This design comes from an exercise in tuning for small area on the open sky130 flow, not from production work. Function was checked by simulation only, so behaviour that the tests miss may differ from the original. The flow treats the clock pin as an ideal source. Dropping or thinning the clock tree relies on that and would not hold on a real chip. Power is estimated from default activity; no workload was simulated.

// Simon
module Simon(
    output [3:0]    an,
    output [6:0]    seg,
    output [15:0]   led,
    input  [3:0]    sw,
    input           clk,
    input           btnR,      
    input           btnL,      
    input           btnC       
    );
Size in the first run: about 330 cells after synthesis, roughly 55 flip-flops, roughly 35 I/O pins, ~2900 µm² of cells after synthesis.
==> flow/config.mk <==
export PLATFORM = sky130hd
export DESIGN_NAME = Simon
export DESIGN_NICKNAME = Simon
export VERILOG_FILES = /design/flow/design.v
export SDC_FILE = /design/flow/constraint.sdc
export NUM_CORES = 4
export LEC_CHECK = 0
export CAP_MARGIN = 20
export CORE_MARGIN = 2
export CORE_UTILIZATION = 60
export SLEW_MARGIN = 20
==> flow/constraint.sdc <==
create_clock -name core_clock -period 10.0 [get_ports {clk}]
set_input_delay 2.0000 -clock core_clock [delete_from_list [all_inputs] [get_ports {clk}]]
set_output_delay 2.0000 -clock core_clock [all_outputs]
set_load 0.01 [all_outputs]
standard.sh (not shown) runs the stock make flow with config.mk's settings and CLKGATE_MAP_FILE= SYNTH_SCRIPT=/design/flow/synth_recipe.tcl, a recipe that flattens the netlist after the stock synthesis.
==> flow/flow/run.sh <==
#!/bin/bash
# The standard layout with these changes:
#  - port buffers use the smallest buffer cell (every port still gets one);
#  - after floorplan, the combinational logic is re-mapped for area with
#    OpenROAD's restructure (ABC); registers are left as synthesis made them;
set -euo pipefail
export BUFFER_PORTS_ARGS="-buffer_cell sky130_fd_sc_hd__buf_1"
export POST_FLOORPLAN_TCL="$(pwd)/flow/restructure.tcl"
export CTS_ARGS="-sink_clustering_enable -repair_clock_nets -dont_use_dummy_load"
export POST_CTS_TCL="$(pwd)/flow/post_cts.tcl"
bash standard.sh > standard_flow.log 2>&1
==> flow/flow/restructure.tcl <==
# Re-map the combinational logic for area (registers are not touched).
set rmp_lib [lindex $::env(LIB_FILES) 0]
set rmp_lo "[lindex $::env(TIELO_CELL_AND_PORT) 0]/[lindex $::env(TIELO_CELL_AND_PORT) 1]"
set rmp_hi "[lindex $::env(TIEHI_CELL_AND_PORT) 0]/[lindex $::env(TIEHI_CELL_AND_PORT) 1]"
set rmp_dir $::env(OBJECTS_DIR)/restructure
file mkdir $rmp_dir
puts "restructure: before"
report_design_area
restructure -target area -liberty_file $rmp_lib -tielo_port $rmp_lo -tiehi_port $rmp_hi \
  -work_dir $rmp_dir -abc_logfile $::env(LOG_DIR)/2_1_restructure_abc.log
puts "restructure: after"
report_design_area
# restructure can leave a tie cell whose output drives nothing: remove it
foreach inst [[ord::get_db_block] getInsts] {
  if { [[$inst getMaster] getName] ne [lindex $::env(TIELO_CELL_AND_PORT) 0] } { continue }
  set used 0
  foreach it [$inst getITerms] {
    set n [$it getNet]
    if { $n ne "NULL" && $n ne "" && ([llength [$n getITerms]] > 1 || [llength [$n getBTerms]] > 0) } { set used 1 }
  }
  if { !$used } {
    puts "restructure: removing unused tie cell [$inst getName]"
    odb::dbInst_destroy $inst
  }
}
Other scripts of this flow, unchanged in this note and not shown: flow/flow/post_cts.tcl
The first run passed the timing, design-rule and antenna checks.
Rerun with:
--- a/flow/flow/restructure.tcl
+++ b/flow/flow/restructure.tcl
@@ -1,8 +1,33 @@
 # Re-map the combinational logic for area (registers are not touched).
-set rmp_lib [lindex $::env(LIB_FILES) 0]
+# restructure reads the liberty file itself and ignores set_dont_use, so it
+# gets a copy of the library without the platform's don't-use cells.
+set rmp_dir $::env(OBJECTS_DIR)/restructure
+file mkdir $rmp_dir
+set rmp_lib $rmp_dir/restructure.lib
+set rmp_fi [open [lindex $::env(LIB_FILES) 0] r]
+set rmp_fo [open $rmp_lib w]
+set rmp_skip 0
+set rmp_dropped 0
+while { [gets $rmp_fi rmp_line] >= 0 } {
+  if { $rmp_skip } {
+    if { $rmp_line eq "    \}" } { set rmp_skip 0 }
+    continue
+  }
+  if { [regexp {^    cell \("([^"]+)"\) \{} $rmp_line -> rmp_name] } {
+    foreach rmp_pat $::env(DONT_USE_CELLS) {
+      if { [string match $rmp_pat $rmp_name] } { set rmp_skip 1; break }
+    }
+    foreach rmp_pat {*_2 *_4 *_8 *_12 *_16 *_6 *_3} {
+      if { [string match $rmp_pat $rmp_name] } { set rmp_skip 1; break }
+    }
+    if { $rmp_skip } { incr rmp_dropped; continue }
+  }
+  puts $rmp_fo $rmp_line
+}
+close $rmp_fi
+close $rmp_fo
+puts "restructure: library without $rmp_dropped don't-use cells"
 set rmp_lo "[lindex $::env(TIELO_CELL_AND_PORT) 0]/[lindex $::env(TIELO_CELL_AND_PORT) 1]"
 set rmp_hi "[lindex $::env(TIEHI_CELL_AND_PORT) 0]/[lindex $::env(TIEHI_CELL_AND_PORT) 1]"
-set rmp_dir $::env(OBJECTS_DIR)/restructure
-file mkdir $rmp_dir
 puts "restructure: before"
 report_design_area
@@ -24,2 +49,9 @@
   }
 }
+# no cell the platform marks don't-use may remain
+foreach inst [[ord::get_db_block] getInsts] {
+  set m [[$inst getMaster] getName]
+  foreach pat $::env(DONT_USE_CELLS) {
+    if { [string match $pat $m] } { error "restructure left don't-use cell $m ([$inst getName])" }
+  }
+}
--- a/flow/config.mk
+++ b/flow/config.mk
@@ -8,4 +8,4 @@
 export CAP_MARGIN = 20
 export CORE_MARGIN = 2
-export CORE_UTILIZATION = 60
+export CORE_UTILIZATION = 40
 export SLEW_MARGIN = 20
Result:
- With this change the flow stopped in floorplan (2_1_floorplan) (RMP-0006)
- synthesized area stays the same
- synthesized cell count stays the same

---

## the previous run
The RTL this note starts from:
==> flow/design.v <==
`timescale 1ns / 1ps
module Simon(
    output [3:0]    an,
    output [6:0]    seg,
    output [15:0]   led,
    input  [3:0]    sw,
    input           clk,
    input           btnR,      
    input           btnL,      
    input           btnC       
    );
localparam N = 11;      
localparam LW = N - 3;  
wire        rst = ~sw[3];
reg  [1:0]  state;
reg  [2:0]  round;
reg  [2:0]  count;
reg  [7:0]  ran_bits;    
reg  [7:0]  bits;        
reg  [N-1:0] A;
reg  [N-1:0] B;
reg         P1, P2;      
reg         R1, R2;      
reg         dl;          
reg         dlR;         
reg         dbL, dbR;    
reg         X;           
wire s0 = (state == 2'd0);
wire s1 = (state == 2'd1);
wire s2 = (state == 2'd2);
wire s3 = (state == 2'd3);
wire center_pressed = dl  & ~X;
wire left_pressed   = dl  & ~dbL;
wire right_pressed  = dlR & ~dbR;
wire [2:0] bidx = state[0] ? B[2:0] : count;
wire b          = bits[bidx];
wire wrong      = (right_pressed & ~b) | (left_pressed & b);
wire any        = right_pressed | left_pressed;
wire last       = (count == round);
wire [LW-1:0] lo = A[LW-1:0];
wire lo_zero = ~|lo;
wire lo_last = lo[LW-1] & ~|lo[LW-2:0];       
wire lo_fb;
generate
    if (LW == 8)      assign lo_fb = lo[7] ^ lo[5] ^ lo[4] ^ lo[3] ^ ~|lo[6:0];
    else if (LW == 3) assign lo_fb = lo[2] ^ lo[1] ^ ~|lo[1:0];
    else if (LW == 2) assign lo_fb = lo[1] ^ lo[0] ^ ~lo[0];
    else              assign lo_fb = ~lo[0];
endgenerate
wire [LW-1:0] lo_next;
generate
    if (LW > 1) assign lo_next = {lo[LW-2:0], lo_fb};
    else        assign lo_next = lo_fb;
endgenerate
wire [2:0] hi = A[N-1:N-3];
wire a_ones     = lo_last & (&hi);
wire a_zero     = lo_zero & ~|hi;
wire [3:0] top  = B[3:0];
wire flash_done = a_zero & (top == {1'b0, round} + 4'd1);
wire msg_blank  = a_ones & (&top[2:0]);
wire msg_end    = msg_blank & ~top[3];
reg  [1:0]  nstate;
always @* begin
    nstate = state;
    case (state)
        2'd0: if (center_pressed) nstate = 2'd1;
        2'd1: if (flash_done)     nstate = 2'd2;
        2'd2: if (wrong)          nstate = 2'd3;
              else if (any && last) nstate = (round == 3'd7) ? 2'd3 : 2'd1;
        default: if (msg_end)     nstate = 2'd0;
    endcase
end
wire trans = (nstate != state);
wire a_clr = ~state[0] & (P1 ^ P2);
wire b_clr = ~state[0] & (R1 ^ R2);
wire [2:0] hi_inc = hi + {2'd0, lo_last};
wire [2:0] hi_next = {hi_inc[2] | (hi[2] & ~state[0]), hi_inc[1:0]};
wire b_cin = ~state[0] | a_ones;
wire [N-1:0] b_inc = B + {{(N-1){1'b0}}, b_cin};
wire [N-1:0] b_next = {b_inc[N-1] | B[N-1], b_inc[N-2:0]};
wire a_almost = lo_last & hi[1] & hi[0];           
wire l_upd = A[N-1] | (trans & a_almost & ~(P1 ^ P2));
wire r_upd = B[N-1] | (trans & (&B[N-2:0]) & ~(R1 ^ R2));
always @(posedge clk) begin
    if (rst) begin
        state    <= 2'd0;
        round    <= 3'd0;
        count    <= 3'd0;
        ran_bits <= 8'd0;
        bits     <= 8'd0;
        A        <= {N{1'b0}};
        B        <= {N{1'b0}};
        P1       <= 1'b0;
        P2       <= 1'b0;
        R1       <= 1'b0;
        R2       <= 1'b0;
        dl       <= 1'b0;
        dlR      <= 1'b0;
        dbL      <= 1'b0;
        dbR      <= 1'b0;
        X        <= 1'b0;
    end else begin
        state    <= nstate;
        ran_bits <= ran_bits + 8'd1;
        if (s0 && !center_pressed)
            bits <= ran_bits;
        case (state)
            2'd0: begin round <= 3'd0; count <= 3'd0; end
            2'd1: count <= 3'd0;
            2'd2: if (!wrong && any) begin
                      if (!last)               count <= count + 3'd1;
                      else if (round != 3'd7)  round <= round + 3'd1;
                  end
            default: ;
        endcase
        if (trans) begin
            A <= {{(N-LW){~state[0]}}, ~state[0], {(LW-1){1'b0}}};
            B <= {{(N-4){1'b0}}, {4{~state[0]}}};
        end else begin
            A <= a_clr ? {N{1'b0}} : {hi_next, lo_next};
            B <= b_clr ? {N{1'b0}} : b_next;
        end
        P1  <= s0 ? btnC : (s2 & btnL);
        P2  <= ~state[0] & P1;
        R1  <= s2 & btnR;
        R2  <= s2 & R1;
        dl  <= s0 ? X : (s2 & dbL);
        dlR <= s2 & dbR;
        if (s2 && l_upd) dbL <= P2;
        if (s2 && r_upd) dbR <= R2;
        case (state)
            2'd0: if (A[N-1]) X <= P2;
            2'd1: ;
            2'd2: X <= ~wrong;
            default: if (msg_end) X <= 1'b0;
        endcase
    end
end
wire lit = s1 & ~top[3] & A[N-1];
wire fb  = b;
wire [1:0] led_flash = lit ? {~fb, fb} : 2'b00;
wire show = s3 & ~msg_blank;
reg  [3:0] an_d;
reg  [6:0] seg_d;
always @* begin
    case (A[N-2:N-3])
        2'b00: begin an_d = 4'b0111; seg_d = X ? 7'b0011001 : 7'b1000111; end
        2'b01: begin an_d = 4'b1011; seg_d = X ? 7'b0000110 : 7'b1000000; end
        2'b10: begin an_d = 4'b1101; seg_d = X ? 7'b0001000 : 7'b0010010; end
        default: begin an_d = 4'b1110; seg_d = X ? 7'b0001001 : 7'b0000110; end
    endcase
end
assign an  = show ? an_d  : 4'b1111;
assign seg = show ? seg_d : 7'b1111111;
assign led[15:8] = sw[0] ? bits : 8'd0;
assign led[7:6]  = sw[1] ? state : 2'd0;
assign led[5:4]  = led_flash;
assign led[3]    = 1'b0;
assign led[2:0]  = sw[2] ? round : count;
endmodule
Settings: LEC_CHECK=0, CAP_MARGIN=20, CORE_MARGIN=2, CORE_UTILIZATION=40, SLEW_MARGIN=20; clock period 10.0 ns.
==> flow/flow/post_cts.tcl <==
set pc_block [ord::get_db_block]
set pc_root [$pc_block findInst clkbuf_0_clk]
if { $pc_root ne "NULL" && $pc_root ne "" } {
  set pc_in [[$pc_root findITerm A] getNet]
  set pc_out [[$pc_root findITerm X] getNet]
  set pc_loads {}
  foreach it [$pc_out getITerms] {
    if { [$it getInst] ne $pc_root } { lappend pc_loads $it }
  }
  set pc_ok [expr { [llength $pc_loads] <= 4 && [llength [$pc_out getBTerms]] == 0 }]
  foreach it $pc_loads {
    if { ![string match "sky130_fd_sc_hd__clkbuf_*" [[[$it getInst] getMaster] getName]] } { set pc_ok 0 }
  }
  if { $pc_ok } {
    puts "post_cts: removing [$pc_root getName], [llength $pc_loads] leaf buffers now driven by [$pc_in getName]"
    foreach it $pc_loads { $it disconnect; $it connect $pc_in }
    odb::dbInst_destroy $pc_root
    odb::dbNet_destroy $pc_out
    estimate_parasitics -placement
  } else {
    puts "post_cts: root buffer kept"
  }
}
==> flow/flow/restructure.tcl <==
# Re-map the combinational logic for area (registers are not touched).
set rmp_lib [lindex $::env(LIB_FILES) 0]
set rmp_lo "[lindex $::env(TIELO_CELL_AND_PORT) 0]/[lindex $::env(TIELO_CELL_AND_PORT) 1]"
set rmp_hi "[lindex $::env(TIEHI_CELL_AND_PORT) 0]/[lindex $::env(TIEHI_CELL_AND_PORT) 1]"
set rmp_dir $::env(OBJECTS_DIR)/restructure
file mkdir $rmp_dir
puts "restructure: before"
report_design_area
restructure -target area -liberty_file $rmp_lib -tielo_port $rmp_lo -tiehi_port $rmp_hi \
  -work_dir $rmp_dir -abc_logfile $::env(LOG_DIR)/2_1_restructure_abc.log
puts "restructure: after"
report_design_area
# restructure can leave a tie cell whose output drives nothing: remove it
foreach inst [[ord::get_db_block] getInsts] {
  if { [[$inst getMaster] getName] ne [lindex $::env(TIELO_CELL_AND_PORT) 0] } { continue }
  set used 0
  foreach it [$inst getITerms] {
    set n [$it getNet]
    if { $n ne "NULL" && $n ne "" && ([llength [$n getITerms]] > 1 || [llength [$n getBTerms]] > 0) } { set used 1 }
  }
  if { !$used } {
    puts "restructure: removing unused tie cell [$inst getName]"
    odb::dbInst_destroy $inst
  }
}
Scripts as last shown in full above: flow/flow/run.sh
Inputs modified between the previous run and the current run:
diff --git a/flow/flow/restructure.tcl b/flow/flow/restructure.tcl
--- a/flow/flow/restructure.tcl
+++ b/flow/flow/restructure.tcl
@@ -1,8 +1,30 @@
 # Re-map the combinational logic for area (registers are not touched).
-set rmp_lib [lindex $::env(LIB_FILES) 0]
+# restructure reads the liberty file itself and ignores set_dont_use, so it
+# gets a copy of the library without the platform's don't-use cells.
+set rmp_dir $::env(OBJECTS_DIR)/restructure
+file mkdir $rmp_dir
+set rmp_lib $rmp_dir/restructure.lib
+set rmp_fi [open [lindex $::env(LIB_FILES) 0] r]
+set rmp_fo [open $rmp_lib w]
+set rmp_skip 0
+set rmp_dropped 0
+while { [gets $rmp_fi rmp_line] >= 0 } {
+  if { $rmp_skip } {
+    if { $rmp_line eq "    \}" } { set rmp_skip 0 }
+    continue
+  }
+  if { [regexp {^    cell \("([^"]+)"\) \{} $rmp_line -> rmp_name] } {
+    foreach rmp_pat $::env(DONT_USE_CELLS) {
+      if { [string match $rmp_pat $rmp_name] } { set rmp_skip 1; break }
+    }
+    if { $rmp_skip } { incr rmp_dropped; continue }
+  }
+  puts $rmp_fo $rmp_line
+}
+close $rmp_fi
+close $rmp_fo
+puts "restructure: library without $rmp_dropped don't-use cells"
 set rmp_lo "[lindex $::env(TIELO_CELL_AND_PORT) 0]/[lindex $::env(TIELO_CELL_AND_PORT) 1]"
 set rmp_hi "[lindex $::env(TIEHI_CELL_AND_PORT) 0]/[lindex $::env(TIEHI_CELL_AND_PORT) 1]"
-set rmp_dir $::env(OBJECTS_DIR)/restructure
-file mkdir $rmp_dir
 puts "restructure: before"
 report_design_area
@@ -24,2 +46,9 @@
   }
 }
+# no cell the platform marks don't-use may remain
+foreach inst [[ord::get_db_block] getInsts] {
+  set m [[$inst getMaster] getName]
+  foreach pat $::env(DONT_USE_CELLS) {
+    if { [string match $pat $m] } { error "restructure left don't-use cell $m ([$inst getName])" }
+  }
+}
### Flow results
- The current run: no failed stages, no open violations at the end
- The wire length of the first global-routing pass was comparable across the previous run and the current run.
- ~same layout buffering overhead excluding clock cells in the previous run and the current run
- In the current run, the pin slew with the least headroom to its limit came out 98 ps below the value in the previous run.

---

Starts from the design.v that is shown in full above.
Settings: LEC_CHECK=0, CAP_MARGIN=20, CORE_MARGIN=2, CORE_UTILIZATION=40, SLEW_MARGIN=20; clock period 10.0 ns.
==> flow/flow/run.sh <==
#!/bin/bash
# The standard layout with these changes:
#  - after the standard synthesis, the combinational logic between the
#    flip-flops is re-mapped for area with Yosys/ABC (deepsyn, dc2, dch, amap),
#    trying a few random seeds and keeping the smallest netlist that Yosys
#    proves equivalent to the standard one; the flip-flops are untouched
#    (remap.ys, remap_check.ys);
#  - port buffers use the smallest buffer cell (every port still gets one);
set -euo pipefail
W=$(pwd)
P=$FLOW_PLATFORM
PD=$FLOW_HOME/platforms/$P
LIB=$(ls $PD/lib/sky130_fd_sc_hd__tt_025C_1v80.lib)
YOSYS=$FLOW_HOME/../tools/install/yosys/bin/yosys
RES=$W/orfs/results/$P/Simon/base

export BUFFER_PORTS_ARGS="-buffer_cell sky130_fd_sc_hd__buf_1"
export CTS_ARGS="-sink_clustering_enable -repair_clock_nets -dont_use_dummy_load"
export POST_CTS_TCL="$W/flow/post_cts.tcl"

# 1. the standard synthesis
bash standard.sh synth > standard_synth.log 2>&1

# 2. re-map the combinational logic
D=$W/remap
mkdir -p $D
python3 $W/flow/split_lib.py $PD/config.mk $LIB $D > $D/split_lib.log 2>&1
cp $RES/1_2_yosys.v $D/1_2_yosys.standard.v
# candidate ABC scripts: deepsyn with a random seed, then dc2, dch and amap
abc_script() {
  local seed=$1 amap=$2
  printf 'strash\n&get -n\n&deepsyn -J 50 -T 60 -S %s\n&put\ndc2\ndch -f\namap -m %s\ntopo\n' "$seed" "$amap"
}
remap_one() {
  local id=$1 seed=$2 amap=$3
  abc_script $seed "$amap" > $D/abc_$id.script
  for f in remap remap_check; do
    sed -e "s#@DIR@#$D#g" -e "s#@FLOW@#$W/flow#g" -e "s#@TOP@#$FLOW_TOP#g" -e "s#@SEED@#$id#g" \
      $W/flow/$f.ys > $D/${f}_$id.ys
  done
  if $YOSYS -s $D/remap_$id.ys > $D/yosys_$id.log 2>&1 &&
     $YOSYS -s $D/remap_check_$id.ys > $D/yosys_check_$id.log 2>&1; then
    echo "$id $(grep 'Chip area' $D/yosys_$id.log | tail -1 | awk '{print $NF}')" > $D/area_$id.txt
  fi
}
A1="-Q 0.1 -F 20 -A 20 -C 5000"
A2="-Q 0 -F 40 -A 40 -C 10000"
# 12 candidates: seeds 0-5 with each of the two amap settings, 4 at a time
for batch in "0 1 2 3" "4 5 6 7" "8 9 10 11"; do
  for id in $batch; do
    if (( id < 6 )); then remap_one $id $id "$A1" & else remap_one $id $((id - 6)) "$A2" & fi
  done
  wait
done
# keep the smallest netlist that was proved equivalent (else the standard one)
cat $D/area_*.txt > $D/areas.log 2>/dev/null || true
best=$(sort -k2 -g $D/areas.log | head -1 | awk '{print $1}')
if [[ -n "$best" ]]; then
  echo "using seed $best" >> $D/areas.log
  cp $D/remap_$best.v $RES/1_2_yosys.v
fi

# 3. the rest of the standard layout, from the re-mapped netlist
bash standard.sh > standard_flow.log 2>&1
Other scripts of this flow, unchanged in this note and not shown: flow/flow/dff_model.v, flow/flow/post_cts.tcl, flow/flow/remap.ys, flow/flow/remap_check.ys, flow/flow/split_lib.py
Next try:
==> flow/flow/run.sh (replaced) <==
#!/bin/bash
# The standard layout with these changes:
#  - after the standard synthesis, the combinational logic between the
#    flip-flops is re-mapped for area with Yosys/ABC (deepsyn, dch, amap),
#    trying a few random seeds and keeping the smallest netlist that Yosys
#    proves equivalent to the standard one; the flip-flops are untouched
#    (remap.ys, remap_check.ys);
#  - port buffers use the smallest buffer cell (every port still gets one);
set -euo pipefail
W=$(pwd)
P=$FLOW_PLATFORM
PD=$FLOW_HOME/platforms/$P
LIB=$(ls $PD/lib/sky130_fd_sc_hd__tt_025C_1v80.lib)
YOSYS=$FLOW_HOME/../tools/install/yosys/bin/yosys
RES=$W/orfs/results/$P/Simon/base

export BUFFER_PORTS_ARGS="-buffer_cell sky130_fd_sc_hd__buf_1"
export CTS_ARGS="-sink_clustering_enable -repair_clock_nets -dont_use_dummy_load"
export POST_CTS_TCL="$W/flow/post_cts.tcl"

# 1. the standard synthesis
bash standard.sh synth > standard_synth.log 2>&1

# 2. re-map the combinational logic
D=$W/remap
mkdir -p $D
python3 $W/flow/split_lib.py $PD/config.mk $LIB $D > $D/split_lib.log 2>&1
cp $RES/1_2_yosys.v $D/1_2_yosys.standard.v
remap_seed() {
  local seed=$1
  printf 'strash\n&get -n\n&deepsyn -J 50 -T 60 -S %s\n&put\ndch -f\namap -m -Q 0.1 -F 20 -A 20 -C 5000\ntopo\n' $seed > $D/abc_$seed.script
  for f in remap remap_check; do
    sed -e "s#@DIR@#$D#g" -e "s#@FLOW@#$W/flow#g" -e "s#@TOP@#$FLOW_TOP#g" -e "s#@SEED@#$seed#g" \
      $W/flow/$f.ys > $D/${f}_$seed.ys
  done
  if $YOSYS -s $D/remap_$seed.ys > $D/yosys_$seed.log 2>&1 &&
     $YOSYS -s $D/remap_check_$seed.ys > $D/yosys_check_$seed.log 2>&1; then
    echo "$seed $(grep 'Chip area' $D/yosys_$seed.log | tail -1 | awk '{print $NF}')" > $D/area_$seed.txt
  fi
}
for batch in "0 1 2 3" "4 5 6 7"; do
  for seed in $batch; do remap_seed $seed & done
  wait
done
# keep the smallest netlist that was proved equivalent (else the standard one)
cat $D/area_*.txt > $D/areas.log 2>/dev/null || true
best=$(sort -k2 -g $D/areas.log | head -1 | awk '{print $1}')
if [[ -n "$best" ]]; then
  echo "using seed $best" >> $D/areas.log
  cp $D/remap_$best.v $RES/1_2_yosys.v
fi

# 3. the rest of the standard layout, from the re-mapped netlist
bash standard.sh > standard_flow.log 2>&1
Outcome:
- cell area climbs slightly
- hold slack gains 0.016 ns
- synthesized cell count climbs slightly
- routed wire length drops slightly
- global-route usage drops by 0.76 points
- register-to-register slack gains 0.49 ns
- combinational power climbs by about a fifth
- count of clock-buffer cells in the layout stays the same
- critical path depth is unchanged
Next try:
--- a/flow/flow/run.sh
+++ b/flow/flow/run.sh
@@ -2,5 +2,5 @@
 # The standard layout with these changes:
 #  - after the standard synthesis, the combinational logic between the
-#    flip-flops is re-mapped for area with Yosys/ABC (deepsyn, dch, amap),
+#    flip-flops is re-mapped for area with Yosys/ABC (deepsyn, dc2, dch, amap),
 #    trying a few random seeds and keeping the smallest netlist that Yosys
 #    proves equivalent to the standard one; the flip-flops are untouched
@@ -27,18 +27,28 @@
 python3 $W/flow/split_lib.py $PD/config.mk $LIB $D > $D/split_lib.log 2>&1
 cp $RES/1_2_yosys.v $D/1_2_yosys.standard.v
-remap_seed() {
-  local seed=$1
-  printf 'strash\n&get -n\n&deepsyn -J 50 -T 60 -S %s\n&put\ndch -f\namap -m -Q 0.1 -F 20 -A 20 -C 5000\ntopo\n' $seed > $D/abc_$seed.script
+# candidate ABC scripts: deepsyn with a random seed, then dc2, dch and amap
+abc_script() {
+  local seed=$1 amap=$2
+  printf 'strash\n&get -n\n&deepsyn -J 50 -T 60 -S %s\n&put\ndc2\ndch -f\namap -m %s\ntopo\n' "$seed" "$amap"
+}
+remap_one() {
+  local id=$1 seed=$2 amap=$3
+  abc_script $seed "$amap" > $D/abc_$id.script
   for f in remap remap_check; do
-    sed -e "s#@DIR@#$D#g" -e "s#@FLOW@#$W/flow#g" -e "s#@TOP@#$FLOW_TOP#g" -e "s#@SEED@#$seed#g" \
-      $W/flow/$f.ys > $D/${f}_$seed.ys
+    sed -e "s#@DIR@#$D#g" -e "s#@FLOW@#$W/flow#g" -e "s#@TOP@#$FLOW_TOP#g" -e "s#@SEED@#$id#g" \
+      $W/flow/$f.ys > $D/${f}_$id.ys
   done
-  if $YOSYS -s $D/remap_$seed.ys > $D/yosys_$seed.log 2>&1 &&
-     $YOSYS -s $D/remap_check_$seed.ys > $D/yosys_check_$seed.log 2>&1; then
-    echo "$seed $(grep 'Chip area' $D/yosys_$seed.log | tail -1 | awk '{print $NF}')" > $D/area_$seed.txt
+  if $YOSYS -s $D/remap_$id.ys > $D/yosys_$id.log 2>&1 &&
+     $YOSYS -s $D/remap_check_$id.ys > $D/yosys_check_$id.log 2>&1; then
+    echo "$id $(grep 'Chip area' $D/yosys_$id.log | tail -1 | awk '{print $NF}')" > $D/area_$id.txt
   fi
 }
-for batch in "0 1 2 3" "4 5 6 7"; do
-  for seed in $batch; do remap_seed $seed & done
+A1="-Q 0.1 -F 20 -A 20 -C 5000"
+A2="-Q 0 -F 40 -A 40 -C 10000"
+# 24 candidates: seeds 0-11 with each of the two amap settings, 4 at a time
+for batch in "0 1 2 3" "4 5 6 7" "8 9 10 11" "12 13 14 15" "16 17 18 19" "20 21 22 23"; do
+  for id in $batch; do
+    if (( id < 12 )); then remap_one $id $id "$A1" & else remap_one $id $((id - 12)) "$A2" & fi
+  done
   wait
 done
Worst setup slack improves by 0.19 ns.
Area after synthesis goes down by 0.36%.
Combinational power is lower by 17%.
Total power fell by 1.1%.
Fmax rises by 4.0%.
Global-route usage climbs by 0.76 points.
Non-clock buffer count goes down by 1.
Sequential power barely changes.
Count of clock-buffer cells in the layout is unchanged.
Clock skew decreases by 0.017 ns.
Final area went down by 0.47%.

-- separate check: timing with driven ports --
The flow's constraints put no driver on any port. The routed layouts listed below were extracted and timed again, unchanged, in two steps. Step 1 (the two cells are an assumption about what drives the block):
set clk [get_ports {clk}]
set_driving_cell -lib_cell sky130_fd_sc_hd__clkbuf_16 $clk
set_driving_cell -lib_cell sky130_fd_sc_hd__buf_2 [delete_from_list [all_inputs] $clk]
Step 2 adds t to the input delays and takes it off the output delays; t is the mean of the earliest and latest rising clock arrival at the registers after step 1. Input paths then give back, and output paths get back, about the clock's delay inside the block. Slacks: ideal / step 1 / step 2; pairs: ideal / step 1.
| run | shift t [ns] | slack for setup (ns) | worst register clock-pin slew, ns | worst slew at a driven data input, ns | cell pins on the clock port's net |
|---|---|---|---|---|---|
| the first run of note 1 | 0.198 | 5.441 / 5.417 / 5.417 | 0.09 / 0.09 | 0.03 | 4 |
| the previous run | 0.199 | 5.170 / 5.116 / 5.195 | 0.09 / 0.09 | 0.03 | 4 |
| the current run | 0.200 | 5.204 / 5.150 / 5.349 | 0.10 / 0.10 | 0.03 | 4 |
| the first run of note 3 | 0.180 | 5.210 / 5.154 / 5.334 | 0.10 / 0.10 | 0.03 | 4 |
| the second run of note 3 | 0.185 | 5.020 / 4.967 / 5.153 | 0.11 / 0.11 | 0.03 | 4 |
| the third run of note 3 | 0.180 | 5.210 / 5.154 / 5.334 | 0.10 / 0.10 | 0.03 | 4 |
After both steps setup and hold are still met in every run listed. The setup slack of the first run of note 1, which loses most, moves by -0.024 ns with the drivers and by -0.024 ns with both steps.
